This is an optimization exercise on Yosys and OpenROAD, whose aim is small area, a short achievable clock period and few clock cycles per item, not a production implementation.
RTL that was checked went through simulation tests only; none was proved equivalent to the original.
Power is estimated from default activity; no workload was simulated.

// MLP_RTL_IP_v1_0
module MLP_RTL_IP_v1_0 (
    ACLK,
    ARESETN,
    S_AXIS_TREADY,
    S_AXIS_TDATA,
    S_AXIS_TLAST,
    S_AXIS_TVALID,
    M_AXIS_TVALID,
    M_AXIS_TDATA,
    M_AXIS_TLAST,
    M_AXIS_TREADY
);
Size in the first run: about 3000 cells after synthesis, ~520 flip-flops, about 72 I/O pins.
Settings: LEC_CHECK=0, CAP_MARGIN=20, CORE_MARGIN=2, CORE_UTILIZATION=60, SETUP_SLACK_MARGIN=3.2, SLEW_MARGIN=20, SYNTH_HIERARCHICAL=1, SYNTH_MINIMUM_KEEP_SIZE=0; clock period 6.0 ns.
run.sh (not shown) runs the stock make flow with config.mk's settings and CLKGATE_MAP_FILE= SYNTH_SCRIPT=/design/flow/synth_recipe.tcl, a recipe that flattens the netlist after the stock synthesis.
The starting point ran to the end with no violations.
Testbench counts at the start, summed over its fixed seeds: cycles 2,152, items 1,024.
==> next run, changes <==
Settings changed: CORE_UTILIZATION 60 to 40, CTS_BUF_LIST set to sky130_fd_sc_hd__clkbuf_16, CTS_CLUSTER_DIAMETER set to 80, CTS_CLUSTER_SIZE set to 30, SETUP_SLACK_MARGIN 3.2 to 3.3.
Effect: The changed run completed without violations. Power is lower by roughly a tenth. Worst setup slack degrades by 0.0044 ns. Register-to-register slack stays flat. Synthesized cell count stays the same. Core utilization fell by 22 points. Sequential power hardly moves.
==> next run, changes <==
Settings changed: CORE_UTILIZATION 40 to 50, SETUP_SLACK_MARGIN 3.3 to 3.2.
The changed run completed with no timing, DRC or antenna violations.
Non-clock buffer count is lower by 39.
Synthesized cell count stays the same.
Clock skew rose by 0.0099 ns.
First-iteration DRC count went up by 9.4%.
Clock power is about the same.
Hold slack improves by 0.018 ns.
Wire length came out higher by 1.1%.
Final area decreases by 3.9%.
Synthesized area stays the same.
Setup slack gets worse by 0.054 ns.

* * *

MLP_RTL_IP_v1_0, a different RTL version from the one above (not shown whole).
For scale: about 3000 cells after synthesis, ~520 flip-flops.
## MLP_RTL_IP_v1_0
module MLP_RTL_IP_v1_0 (
    ACLK,
    ARESETN,
    S_AXIS_TREADY,
    S_AXIS_TDATA,
    S_AXIS_TLAST,
    S_AXIS_TVALID,
    M_AXIS_TVALID,
    M_AXIS_TDATA,
    M_AXIS_TLAST,
    M_AXIS_TREADY
);
Settings: LEC_CHECK=0, CAP_MARGIN=20, CORE_MARGIN=2, CORE_UTILIZATION=40, SETUP_SLACK_MARGIN=3.2, SLEW_MARGIN=20, SYNTH_HIERARCHICAL=1, SYNTH_MINIMUM_KEEP_SIZE=0; clock period 6.0 ns.
==> next run, changes <==
--- a/flow/config.mk
+++ b/flow/config.mk
@@ -10,3 +10,3 @@
 export CORE_UTILIZATION = 40
-export SETUP_SLACK_MARGIN = 3.2
+export SETUP_SLACK_MARGIN = 3.4
 export SLEW_MARGIN = 20
After rerunning:
- The new run passed the timing, design-rule and antenna checks
- global-route usage rises by 1.4 points
- setup slack improves by 0.0056 ns
- worst hold slack gets worse by 0.0065 ns
- routed wire length grows by 6.7%
- core utilization rose by 4.5 points
- clock skew rises by 0.042 ns
- count of clock-buffer cells in the layout goes up by 2
- via count climbs by 3.4%
- die area does not change
- combinational power went up by about 8%
No functional check of the RTL was part of any run of this note.

* * *

== job 8378 ==
MLP_RTL_IP_v1_0 with an RTL version that a note above also has.
Size in the first run: about 3000 cells after synthesis, roughly 520 flip-flops, ~72 I/O pins, roughly 34000 µm² of cells after synthesis.
Design MLP_RTL_IP_v1_0, start of the top module:
module MLP_RTL_IP_v1_0 (
    ACLK,
    ARESETN,
    S_AXIS_TREADY,
    S_AXIS_TDATA,
    S_AXIS_TLAST,
    S_AXIS_TVALID,
    M_AXIS_TVALID,
    M_AXIS_TDATA,
    M_AXIS_TLAST,
    M_AXIS_TREADY
);
==> flow/config.mk <==
export PLATFORM = sky130hd
export DESIGN_NAME = MLP_RTL_IP_v1_0
export DESIGN_NICKNAME = MLP_RTL_IP_v1_0
export VERILOG_FILES = /design/flow/design.v
export SDC_FILE = /design/flow/constraint.sdc
export NUM_CORES = 4
export LEC_CHECK = 0
export ABC_CLOCK_PERIOD_IN_PS = 2900
export CAP_MARGIN = 20
export CORE_MARGIN = 2
export CORE_UTILIZATION = 40
export CTS_BUF_LIST = sky130_fd_sc_hd__clkbuf_16
export CTS_CLUSTER_DIAMETER = 80
export CTS_CLUSTER_SIZE = 30
export SETUP_SLACK_MARGIN = 3.2
export SLEW_MARGIN = 20
export SYNTH_HIERARCHICAL = 1
export SYNTH_MINIMUM_KEEP_SIZE = 0
==> flow/constraint.sdc <==
create_clock -name core_clock -period 6.0 [get_ports {ACLK}]
set_input_delay 1.2000 -clock core_clock [delete_from_list [all_inputs] [get_ports {ACLK}]]
set_output_delay 1.2000 -clock core_clock [all_outputs]
set_load 0.01 [all_outputs]
Testbench counts of job 8378, summed over its fixed seeds: cycles 2,152, items 1,024.
--- input diff job 8378..job 1777 ---
- clearing CTS_CLUSTER_DIAMETER, which used to be 80
- clearing CTS_CLUSTER_SIZE, which used to be 30
- swapping sky130_fd_sc_hd__clkbuf_16 for sky130_fd_sc_hd__clkbuf_4 sky130_fd_sc_hd__clkbuf_8 in CTS_BUF_LIST
- clearing ABC_CLOCK_PERIOD_IN_PS, which used to be 2900
Notes after the runs:
The cell area of job 1777 exceeds that of job 8378 by 1.8%. Summary — clock-buffer cell count, job 1777 relative to job 8378: higher, by about 350%. Compared job 1777 against job 8378; number of synthesized flops with an enable pin within noise. Between job 1777 and job 8378, final cell count without fillers is higher for job 1777, job 8378 comes in under that. Job 1777 ended with more logic depth of the worst path, buffers included than job 8378. On total routing resource utilization after global routing: between job 1777 and job 8378, it ends up lower for job 8378.
For job 5256, these inputs were changed with respect to job 1777:
- SETUP_SLACK_MARGIN now 3.1, was 3.2
- CTS_BUF_LIST now sky130_fd_sc_hd__clkbuf_16, was sky130_fd_sc_hd__clkbuf_4 sky130_fd_sc_hd__clkbuf_8
- CTS_CLUSTER_DIAMETER now 80, previously not set
- CTS_CLUSTER_SIZE now 30, previously not set
Results
Summary of job 5256 over job 1777: top achievable clock speed dropped 1.7%, share of the cycle needed by the critical path after routing climbed 0.85 points. From job 5256 to job 1777, sequential cell count did not move at all. In job 5256, global-route usage is lower than in job 1777. Relative to job 1777, non-clock inverter instance count of the final layout has decreased by about 2.4% in job 5256. Looking at wire length across job 1777 and job 5256, the one that comes out lower is job 5256. On power, job 5256 does better than job 1777. Comparing job 1777 and job 5256, fraction of final layout cells with drive strength greater than 1 is lower on job 5256. The more densely filled core belongs to job 1777, not job 5256.
Relative to job 5256, the following input files were edited for job 8014:
- SETUP_SLACK_MARGIN: 3.1 -> 3.2
Results
Taking job 5256 as the reference point, the global-route usage of job 8014 rises by 0.40 points. Job 8014 falls short of job 5256 in power. Job 8014 vs. job 5256: clock buffer count went down about 3.4%; synthesized area held; met1 routing resource usage after global routing went up 0.84 points; HPWL after detailed placement has decreased.

* * *

MLP_RTL_IP_v1_0 again, from the RTL that the note above started with.
clock: 6.0 ns
lec_check: 0
cap_margin: 20
core_margin: 2
core_utilization: 40
cts_buf_list: sky130_fd_sc_hd__clkbuf_16
cts_cluster_diameter: 80
cts_cluster_size: 30
setup_slack_margin: 2.8
slew_margin: 20
synth_hierarchical: 1
synth_minimum_keep_size: 0
Testbench counts at the start, summed over its fixed seeds: cycles 2,152, items 1,024.
==> next run, changes <==
- CTS_BUF_LIST: sky130_fd_sc_hd__clkbuf_16 -> sky130_fd_sc_hd__clkbuf_8 sky130_fd_sc_hd__clkbuf_16
- CTS_CLUSTER_DIAMETER: 80 -> 60
- CTS_CLUSTER_SIZE: 30 -> 20
- SETUP_SLACK_MARGIN: 2.8 -> 3.2
After rerunning: Setup slack improved by 0.24 ns. Via count rises by 3.4%. Final cell count rises by 2.9%. Die area does not change. Clock power rises by 41%.
==> next run, changes <==
- CTS_BUF_LIST: sky130_fd_sc_hd__clkbuf_8 sky130_fd_sc_hd__clkbuf_16 -> sky130_fd_sc_hd__clkbuf_16
- CTS_CLUSTER_DIAMETER: 60 -> 80
- CTS_CLUSTER_SIZE: 20 -> 30
- SETUP_SLACK_MARGIN: 3.2 -> 3.0
Result: Count of clock-buffer cells in the layout shrinks by 16; routed wire length shrinks by 4.2%; total power shrinks by 9.0%; final cell count shrinks by 2.6%; sequential power stays flat; global-route usage shrinks by 0.48 points; flip-flop and latch count is unchanged.

[re-timing with driven ports]
How much do the figures lean on ideal ports? The routed layouts below were timed once more, with nothing changed but the port constraints.
Step 1 (the two cells are an assumption about what drives the block):
set clk [get_ports {ACLK}]
set_driving_cell -lib_cell sky130_fd_sc_hd__clkbuf_16 $clk
set_driving_cell -lib_cell sky130_fd_sc_hd__buf_2 [delete_from_list [all_inputs] $clk]
Step 2, shift: input delay + t, output delay - t, t = (earliest + latest rising clock arrival at the registers) / 2. This alone moves slack from input paths to output paths.
Slacks: ideal ports / drivers / drivers and shift; pairs: ideal ports / drivers.
run | t (ns) | setup slack, ns | clock arrival spread, ns
the first run of note 1 | 0.681 | 3.096 / 3.096 / 2.723 | 0.047 / 0.048
the second run of note 1 | 0.667 | 3.092 / 3.092 / 2.725 | 0.036 / 0.037
the third run of note 1 | 0.695 | 3.037 / 3.037 / 2.644 | 0.048 / 0.047
the first run of note 2 | 0.661 | 3.168 / 3.168 / 2.691 | 0.031 / 0.030
the second run of note 2 | 0.682 | 3.174 / 3.174 / 2.743 | 0.073 / 0.074
job 8378 | 0.661 | 3.115 / 3.115 / 2.671 | 0.033 / 0.033
job 1777 | 0.748 | 3.080 / 3.080 / 2.587 | 0.059 / 0.059
job 5256 | 0.663 | 3.029 / 3.029 / 2.606 | 0.039 / 0.038
job 8014 | 0.661 | 3.115 / 3.115 / 2.671 | 0.033 / 0.033
the first run of note 4 | 0.656 | 2.889 / 2.889 / 2.317 | 0.037 / 0.038
the second run of note 4 | 0.663 | 3.132 / 3.132 / 2.665 | 0.031 / 0.031
the third run of note 4 | 0.672 | 3.006 / 3.006 / 2.512 | 0.035 / 0.036
After both steps every run listed still meets setup and hold. The setup slack of the first run of note 4, which loses most, moves by 0.000 ns with the drivers and by -0.572 ns with both steps.
